Source: an optimization exercise on an open RTL-to-GDS flow (aim: small area, a short achievable clock period and few clock cycles per item). Production flows keep margins and buffers that such runs may drop. RTL that was checked went through simulation tests only; none was proved equivalent to the original. No activity file was given, so power comes from the tool's default toggle rates.

==> flow/design.v (excerpt) <==
module sneva_alu (
    input  wire        clk,
    input  wire        rst_n,        
    input  wire        in_valid,
    output wire        in_ready,
    input  wire [3:0]  in_op,
    input  wire [31:0] in_a,
    input  wire [31:0] in_b,
    output reg         out_valid,
    output wire [31:0] out_result,
    output reg         out_carry
);
  reg        rdy;         
  reg        rdy_n;       
  reg        s_valid;     
  reg        busy;        
  reg        div2;        
  reg [3:0]  op;
  reg [31:0] x;           
  reg [32:0] y;           
  reg        yb;          
  reg [5:0]  cnt;         
  reg [31:0] z;           
  assign in_ready   = ~rdy_n;
  assign out_result = z;
  wire op_mul = (op == 4'd2);
  wire op_div = (op == 4'd3);
  wire active = s_valid | busy;
  wire bm1 = y[0] ^ yb;
  wire bm2 = (y[1] & ~y[0] & ~yb) | (~y[1] & y[0] & yb);
  reg sel_y, sel_x1, sel_x2, inv, cin;
  always @(*) begin
    sel_y = 1'b0; sel_x1 = 1'b0; sel_x2 = 1'b0; inv = 1'b0; cin = 1'b0;
    case (op)
      4'd0:  begin sel_y = 1'b1; end
      4'd2:  begin sel_x1 = bm1; sel_x2 = bm2; inv = y[1]; cin = y[1]; end
      4'd4:  begin sel_x1 = 1'b1; end
      4'd6:  begin sel_x1 = 1'b1; cin = x[31]; end
  ...
Settings: LEC_CHECK=0, CAP_MARGIN=20, CORE_MARGIN=2, CORE_UTILIZATION=40, CTS_BUF_LIST=sky130_fd_sc_hd__clkbuf_8, CTS_CLUSTER_DIAMETER=100, CTS_CLUSTER_SIZE=30, SLEW_MARGIN=20; clock period 85.0 ns.
run.sh (not shown) runs the stock make flow with config.mk's settings and CLKGATE_MAP_FILE= SYNTH_SCRIPT=/design/flow/synth_recipe.tcl, a recipe that flattens the netlist after the stock synthesis.
Change:
==> flow/flow/run.sh (new file) <==
#!/bin/bash
# Standard layout, with the port buffers made from the smallest plain buffer.
set -e
export BUFFER_PORTS_ARGS="-buffer_cell sky130_fd_sc_hd__buf_1"
bash standard.sh > standard.log 2>&1
==> flow/standard.sh (new file) <==
#!/bin/bash
# synth_recipe.tcl (not shown) runs the flow's synth.tcl, then flattens the netlist and writes it again
# the make line also repeats each setting of config.mk as NAME=value (left out here)
make -C /OpenROAD-flow-scripts/flow DESIGN_CONFIG=/design/flow/config.mk WORK_HOME=/design/flow/orfs CLKGATE_MAP_FILE= SYNTH_SCRIPT=/design/flow/synth_recipe.tcl "${@:-finish}"
removed: flow/run.sh
What happened: The new run finished with timing, DRC and antenna clean; clock skew climbs by 0.0064 ns; final area fell by a few percent; via count came out lower slightly; sequential power is about the same; setup slack gets better by 0.014 ns; sequential share of layout area rises by 1.6 points; non-clock buffer count does not change; power decreases by a few percent; register-to-register slack loses 0.53 ns; clock power shrinks by roughly a tenth; final cell count does not change.
No run of this note included a check of the RTL's function; only the layout flow was run.

Setup of exp/juniper:
Another version of the RTL of sneva_alu (not shown whole).
Size in the first run: roughly 1200 cells after synthesis, roughly 120 flip-flops, about 110 I/O pins, roughly 0.0088 sq mm of cells after synthesis.
clock: 85.0 ns
lec_check: 0
abc_area: 1
cap_margin: 20
core_margin: 2
core_utilization: 40
cts_buf_list: sky130_fd_sc_hd__clkbuf_4 sky130_fd_sc_hd__clkbuf_8
cts_cluster_diameter: 500
cts_cluster_size: 100
slew_margin: 20
standard.sh (not shown) runs the stock make flow with config.mk's settings and CLKGATE_MAP_FILE= SYNTH_SCRIPT=/design/flow/synth_recipe.tcl, a recipe that flattens the netlist after the stock synthesis.
==> flow/flow/run.sh <==
#!/bin/bash
# Standard layout, with the port buffers made from the smallest plain buffer.
set -e
export BUFFER_PORTS_ARGS="-buffer_cell sky130_fd_sc_hd__buf_1"
bash standard.sh > standard.log 2>&1
Testbench counts of exp/juniper, summed over its fixed seeds: cycles 77,895, items 32,000.
Setup changes, exp/juniper to exp/umber
Settings: CTS_CLUSTER_DIAMETER changed from 500 to 100; CTS_CLUSTER_SIZE changed from 100 to 30; CTS_BUF_LIST changed from sky130_fd_sc_hd__clkbuf_4 sky130_fd_sc_hd__clkbuf_8 to sky130_fd_sc_hd__clkbuf_4; CORE_UTILIZATION changed from 40 to 65.
==> flow/flow/run.sh <==
#!/bin/bash
# Standard layout, with two changes: the port buffers are the smallest plain
# buffer, and synthesis maps with an ABC area script (flow/abc_area.script)
# that restructures with &deepsyn and maps for area, leaving out ABC's buffering
# and gate upsizing.
set -e
rm -rf scripts_abc
cp -r "$FLOW_HOME/scripts" scripts_abc
cp flow/abc_area.script scripts_abc/abc_area.script
export SCRIPTS_DIR="$PWD/scripts_abc"
export BUFFER_PORTS_ARGS="-buffer_cell sky130_fd_sc_hd__buf_1"
bash standard.sh > standard.log 2>&1
==> flow/flow/abc_area.script (new file) <==
strash
&get -n
&deepsyn -I 4 -J 50
&put
dch -f
&get -n
&nf -R 1000
&put
topo
==> comparison <==
The higher clock buffer instance count of the final layout of exp/umber and exp/juniper is in exp/umber.
A destination of the critical timing path of out_result[0] is what exp/umber shows, while out_result[27] belongs to exp/juniper.
exp/umber vs exp/juniper on count of vias placed by the detailed router: exp/umber is the lower one.
In exp/umber, global-route usage is higher than in exp/juniper.
Summary of the comparison: simple-gate portion of the synthesized area is lower in exp/umber, relative to exp/juniper.
exp/umber: fraction of power consumed by the clock network is 27 points higher than what exp/juniper reported.
Setup changes, exp/umber to exp/violet
Settings: a change of CTS_BUF_LIST from sky130_fd_sc_hd__clkbuf_4 to sky130_fd_sc_hd__clkbuf_8.
diff --git a/flow/flow/run.sh b/flow/flow/run.sh
--- a/flow/flow/run.sh
+++ b/flow/flow/run.sh
@@ -3,4 +3,3 @@
 # buffer, and synthesis maps with an ABC area script (flow/abc_area.script)
-# that restructures with &deepsyn and maps for area, leaving out ABC's buffering
-# and gate upsizing.
+# that leaves out ABC's buffering and gate upsizing.
 set -e
==> flow/flow/abc_area.script <==
strash
&get -n
&st
&syn2
&dch
&nf -R 1000
&put
topo
--- outcome ---
- Clock skew of exp/violet is on par with exp/umber.
- When exp/violet is set beside exp/umber, its post-route met1 wirelength turns out to be about 8% larger.
- exp/violet — met1 usage in global routing 4.7 points lower, exp/umber as reference

Starting RTL as in the previous note.
==> flow/config.mk <==
export PLATFORM = sky130hd
export DESIGN_NAME = sneva_alu
export DESIGN_NICKNAME = sneva_alu
export VERILOG_FILES = /design/flow/design.v
export SDC_FILE = /design/flow/constraint.sdc
export NUM_CORES = 4
export LEC_CHECK = 0
export ABC_AREA = 1
export CAP_MARGIN = 5
export CORE_MARGIN = 2
export CORE_UTILIZATION = 40
export CTS_BUF_LIST = sky130_fd_sc_hd__clkbuf_8
export CTS_CLUSTER_DIAMETER = 100
export CTS_CLUSTER_SIZE = 30
export GPL_TIMING_DRIVEN = 0
export SLEW_MARGIN = 5
==> flow/constraint.sdc <==
create_clock -name core_clock -period 85.0 [get_ports {clk}]
set_input_delay 17.0000 -clock core_clock [delete_from_list [all_inputs] [get_ports {clk}]]
set_output_delay 17.0000 -clock core_clock [all_outputs]
set_load 0.01 [all_outputs]
==> flow/flow/run.sh <==
#!/bin/bash
# Standard layout, with the port buffers made from the smallest plain buffer.
set -e
export BUFFER_PORTS_ARGS="-buffer_cell sky130_fd_sc_hd__buf_1"
bash standard.sh > standard.log 2>&1
Testbench counts at the start, summed over its fixed seeds: cycles 77,895, items 32,000.
Edit:
==> flow/flow/run.sh (replaced) <==
#!/bin/bash
# Standard layout, with two changes: the port buffers are the smallest plain
# buffer, and synthesis maps with an ABC area script (flow/abc_area.script)
# that leaves out ABC's buffering and gate upsizing.
set -e
rm -rf scripts_abc
cp -r "$FLOW_HOME/scripts" scripts_abc
cp flow/abc_area.script scripts_abc/abc_area.script
export SCRIPTS_DIR="$PWD/scripts_abc"
export BUFFER_PORTS_ARGS="-buffer_cell sky130_fd_sc_hd__buf_1"
bash standard.sh > standard.log 2>&1
==> flow/flow/abc_area.script (new file) <==
strash
dc2
dch -f
&get -n
&nf -R 1000
&put
topo
Settings changed: CAP_MARGIN 5 to 20, CORE_UTILIZATION 40 to 65, GPL_TIMING_DRIVEN 0 to not set, SLEW_MARGIN 5 to 20.
After rerunning: The changed run passed the timing, design-rule and antenna checks. Via count is lower by about 20%. Count of clock-buffer cells in the layout is lower by 1. Cell count is lower by about 30%.
Edit:
==> flow/flow/run.sh (replaced) <==
#!/bin/bash
# Standard layout, with the port buffers made from the smallest plain buffer.
set -e
export BUFFER_PORTS_ARGS="-buffer_cell sky130_fd_sc_hd__buf_1"
bash standard.sh > standard.log 2>&1
Settings changed: CORE_UTILIZATION 65 to 40.
removed: flow/flow/abc_area.script
=> The new run completed without violations; power goes up to 2.9 times its value; wire length goes up by 25%; clock skew barely changes; final cell count goes up by 38%; critical path depth does not change.

The RTL this note starts from:
==> flow/design.v <==
module add32 (
    input  wire [31:0] a,
    input  wire [31:0] b,
    input  wire        cin,
    output wire [31:0] s,
    output wire        cout
);
  wire [32:0] c;
  assign c[0] = cin;
  genvar i;
  generate
    for (i = 0; i < 32; i = i + 1) begin : g_bit
      assign s[i]   = a[i] ^ b[i] ^ c[i];
      assign c[i+1] = (a[i] & b[i]) | (c[i] & (a[i] ^ b[i]));
    end
  endgenerate
  assign cout = c[32];
endmodule
module carry32 (
    input  wire [31:0] a,
    input  wire [31:0] b,
    output wire        cout
);
  wire [32:0] c;
  assign c[0] = 1'b0;
  genvar i;
  generate
    for (i = 0; i < 32; i = i + 1) begin : g_bit
      assign c[i+1] = (a[i] & b[i]) | (c[i] & (a[i] | b[i]));
    end
  endgenerate
  assign cout = c[32];
endmodule
module sneva_alu (
    input  wire        clk,
    input  wire        rst_n,        
    input  wire        in_valid,
    output wire        in_ready,
    input  wire [3:0]  in_op,
    input  wire [31:0] in_a,
    input  wire [31:0] in_b,
    output reg         out_valid,
    output wire [31:0] out_result,
    output reg         out_carry
);
  reg        rdy;         
  reg        rdy_n;       
  reg        s_valid;     
  reg        busy;        
  reg        div2;        
  reg [3:0]  op;
  reg [31:0] x;           
  reg [32:0] y;           
  reg [5:0]  cnt;         
  reg [31:0] z;           
  assign in_ready   = ~rdy_n;
  assign out_result = z;
  wire op_mul = (op == 4'd2);
  wire op_div = (op == 4'd3);
  wire active = s_valid | busy;
  reg       c_ax;    
  reg       c_az;    
  reg [3:0] c_t;     
  reg       c_x2;    
  reg       c_cin;   
  reg       c_rot;   
  wire [31:0] a_in = ({32{c_ax}} & x) | ({32{c_az}} & z);
  wire [31:0] b_in;
  genvar gi;
  generate
    for (gi = 0; gi < 32; gi = gi + 1) begin : g_bin
      wire lut = x[gi] ? (y[gi] ? c_t[3] : c_t[2]) : (y[gi] ? c_t[1] : c_t[0]);
      if (gi == 0) begin : g0
        assign b_in[gi] = lut;
      end else begin : gn
        assign b_in[gi] = lut ^ (c_x2 & x[gi-1]);
      end
    end
  endgenerate
  wire        cin  = c_cin | (c_rot & x[31]);
  wire [31:0] sum;
  wire        cout;
  add32 u_add (.a(a_in), .b(b_in), .cin(cin), .s(sum), .cout(cout));
  wire cy;
  carry32 u_cy (.a(x), .b(y[31:0]), .cout(cy));
  wire mul_term  = (y[31:1] == 31'd0) | (x[29:0] == 30'd0);   
  wire mul_term2 = (y[31:3] == 29'd0) | (x[27:0] == 28'd0);   
  wire ge        = cout & ~y[32];                             
  wire go        = ge & ~cnt[5];                              
  wire cnt_is1   = (cnt == 6'd1);
  wire mulact = active & op_mul;
  wire divact = active & op_div;
  wire done_mul = mulact & mul_term;
  wire done_div = divact & (div2 ? cnt_is1 : (~go & (cnt == 6'd0)));
  wire done = (s_valid & ~op_mul & ~op_div) | done_mul | done_div;
  wire final_next = (mulact & ~mul_term & mul_term2) |
                    (divact & ~div2 & ~go & cnt_is1) |
                    (divact & div2 & (cnt == 6'd2));
  reg [31:0] z_next;
  always @(*) begin
    case (op)
      4'd3:  z_next = div2 ? {z[30:0], ge} : 32'd0;
      4'd5:  z_next = {1'b0, x[31:1]};
      4'd7:  z_next = {x[0], x[31:1]};
      4'd14: z_next = {31'd0, ~cout};
      4'd15: z_next = {31'd0, sum == 32'd0};   
      default: z_next = sum;   
    endcase
  end
  wire nb_y1 = y[3];
  wire nb_y0 = y[2];
  wire nb_yb = y[1];
  wire nb_m1 = nb_y0 ^ nb_yb;
  wire nb_m2 = (nb_y1 & ~nb_y0 & ~nb_yb) | (~nb_y1 & nb_y0 & nb_yb);
  wire in_mul = (in_op == 4'd2);
  wire in_sh  = (in_op == 4'd4) | (in_op == 4'd6);
  wire rdy_next = rdy ? ~(in_valid & (in_op[3:1] == 3'b001)) : (done | final_next);
  always @(posedge clk or negedge rst_n) begin
    if (!rst_n) begin
      rdy       <= 1'b1;
      rdy_n     <= 1'b0;
      s_valid   <= 1'b0;
      busy      <= 1'b0;
      div2      <= 1'b0;
      out_valid <= 1'b0;
    end else begin
      s_valid   <= in_valid & rdy;
      busy      <= (mulact | divact) & ~done;
      div2      <= divact & ~done & (div2 | ~go);
      out_valid <= done;
      rdy       <= rdy_next;
      rdy_n     <= ~rdy_next;
    end
  end
  always @(posedge clk) begin
    op <= rdy ? in_op : op;
    if (rdy) begin
      x   <= in_a;
      y   <= {1'b0, in_b};
      cnt <= 6'd0;
    end else if (op[0]) begin   
      if (div2 & ge) x <= sum;
      y   <= (~div2 & go) ? {y[31:0], 1'b0} : {1'b0, y[32:1]};
      cnt <= (~div2 & go) ? cnt + 6'd1 : (div2 ? cnt - 6'd1 : cnt);
    end else begin              
      x  <= {x[29:0], 2'b00};
      y  <= {2'b00, y[32:2]};
    end
    z <= z_next;
    if (rdy) begin
      c_ax  <= ~in_mul & ~in_op[3] | (in_op[3:1] == 3'b111);   
      c_x2  <= in_mul & in_b[1] & ~in_b[0];
      c_cin <= (in_mul & in_b[1]) | ~(in_mul | in_sh | (in_op == 4'd0) | (in_op[3] & ~(in_op[3:1] == 3'b111)));
      c_rot <= (in_op == 4'd6);
      case (in_op)
        4'd0, 4'd5, 4'd7: c_t <= 4'b1010;                
        4'd2:  c_t <= {{2{in_b[0] ^ in_b[1]}}, {2{in_b[1]}}};   
        4'd4, 4'd6: c_t <= 4'b1100;                      
        4'd8:  c_t <= 4'b1000;                           
        4'd9:  c_t <= 4'b1110;                           
        4'd10: c_t <= 4'b0110;                           
        4'd11: c_t <= 4'b0001;                           
        4'd12: c_t <= 4'b0111;                           
        4'd13: c_t <= 4'b1001;                           
        default: c_t <= 4'b0101;                         
      endcase
    end else if (op_mul) begin
      c_t   <= {{2{nb_m1 ^ nb_y1}}, {2{nb_y1}}};
      c_x2  <= nb_m2;
      c_cin <= nb_y1;
    end
    c_az <= mulact & ~done;
    if (s_valid) out_carry <= cy;
  end
endmodule
==> flow/config.mk <==
export PLATFORM = sky130hd
export DESIGN_NAME = sneva_alu
export DESIGN_NICKNAME = sneva_alu
export VERILOG_FILES = /design/flow/design.v
export SDC_FILE = /design/flow/constraint.sdc
export NUM_CORES = 4
export LEC_CHECK = 0
export ABC_AREA = 1
export CAP_MARGIN = 20
export CORE_MARGIN = 2
export CORE_UTILIZATION = 65
export CTS_BUF_LIST = sky130_fd_sc_hd__clkbuf_8
export CTS_CLUSTER_DIAMETER = 100
export CTS_CLUSTER_SIZE = 30
export SLEW_MARGIN = 20
==> flow/constraint.sdc <==
create_clock -name core_clock -period 85.0 [get_ports {clk}]
set_input_delay 17.0000 -clock core_clock [delete_from_list [all_inputs] [get_ports {clk}]]
set_output_delay 17.0000 -clock core_clock [all_outputs]
set_load 0.01 [all_outputs]
==> flow/flow/run.sh <==
#!/bin/bash
# Standard layout, with two changes: the port buffers are the smallest plain
# buffer, and synthesis maps with an ABC area script (flow/abc_area.script)
# that leaves out ABC's buffering and gate upsizing.
set -e
rm -rf scripts_abc
cp -r "$FLOW_HOME/scripts" scripts_abc
cp flow/abc_area.script scripts_abc/abc_area.script
export SCRIPTS_DIR="$PWD/scripts_abc"
export BUFFER_PORTS_ARGS="-buffer_cell sky130_fd_sc_hd__buf_1"
bash standard.sh > standard.log 2>&1
==> flow/flow/abc_area.script <==
strash
&get -n
&dch
&nf -R 1000
&put
topo
Testbench counts at the start, summed over its fixed seeds: cycles 77,895, items 32,000.
Rerun with:
--- a/flow/flow/run.sh
+++ b/flow/flow/run.sh
@@ -2,5 +2,6 @@
 # Standard layout, with two changes: the port buffers are the smallest plain
 # buffer, and synthesis maps with an ABC area script (flow/abc_area.script)
-# that leaves out ABC's buffering and gate upsizing.
+# that restructures with &deepsyn and maps for area, leaving out ABC's buffering
+# and gate upsizing.
 set -e
 rm -rf scripts_abc
==> flow/flow/abc_area.script (replaced) <==
strash
&get -n
&deepsyn -I 4 -J 50
&put
dch -f
&get -n
&nf -R 1000
&put
topo
Effect: Wire length drops by 0.88%. Cell area shrinks by 6.1%. Total power falls by 59%.
Rerun with:
--- a/flow/flow/run.sh
+++ b/flow/flow/run.sh
@@ -2,6 +2,5 @@
 # Standard layout, with two changes: the port buffers are the smallest plain
 # buffer, and synthesis maps with an ABC area script (flow/abc_area.script)
-# that restructures with &deepsyn and maps for area, leaving out ABC's buffering
-# and gate upsizing.
+# that leaves out ABC's buffering and gate upsizing.
 set -e
 rm -rf scripts_abc
==> flow/flow/abc_area.script (replaced) <==
strash
dc2
dch -f
&get -n
&nf -R 1000
&put
topo
Settings changed: CORE_UTILIZATION 65 to 40.
After rerunning: Combinational power is higher by well over a third. Critical path depth goes down by 5. Design area increases by a little under a tenth. Count of clock-buffer cells in the layout goes down by 1. Register-to-register slack gets better by 0.02 ns. Wire length goes up by a few percent. Sequential power rises by a few percent. Cell count went up by about a fifth.

-- separate check: timing with driven ports --
The results above use ideal ports. As a check the final layouts listed here were re-extracted and re-timed, cells and wires unchanged. Step 1 (the two cells are an assumption about what drives the block):
set clk [get_ports {clk}]
set_driving_cell -lib_cell sky130_fd_sc_hd__clkbuf_16 $clk
set_driving_cell -lib_cell sky130_fd_sc_hd__buf_2 [delete_from_list [all_inputs] $clk]
Step 2, shift: input delay + t, output delay - t, t = (earliest + latest rising clock arrival at the registers) / 2. This alone moves slack from input paths to output paths. a / b / c = no drivers / after step 1 / after step 2; a / b = the first two.
run	t (ns)	setup slack, ns	worst register clock-pin slew, ns	cell pins on the clock port's net
the first run of note 1	0.505	66.526 / 66.482 / 66.987	0.08 / 0.08	1
the second run of note 1	0.509	66.540 / 66.540 / 66.540	0.09 / 0.09	1
exp/juniper	0.495	66.936 / 66.893 / 66.767	0.09 / 0.09	1
exp/umber	0.570	66.864 / 66.828 / 66.432	0.11 / 0.11	1
exp/violet	0.481	66.942 / 66.904 / 66.748	0.08 / 0.08	1
the first run of note 3	0.502	66.904 / 66.861 / 66.726	0.08 / 0.08	1
the second run of note 3	0.498	66.952 / 66.913 / 66.567	0.08 / 0.08	1
the third run of note 3	0.497	66.926 / 66.883 / 66.766	0.09 / 0.09	1
the first run of note 4	0.486	66.959 / 66.921 / 66.607	0.07 / 0.07	1
the second run of note 4	0.485	66.887 / 66.899 / 66.414	0.08 / 0.08	1
the third run of note 4	0.491	66.934 / 66.896 / 66.571	0.08 / 0.08	1
After both steps setup and hold are still met in every run listed. For the second run of note 4, which loses most, drivers alone change the setup slack by +0.012 ns; drivers and shift together by -0.473 ns.
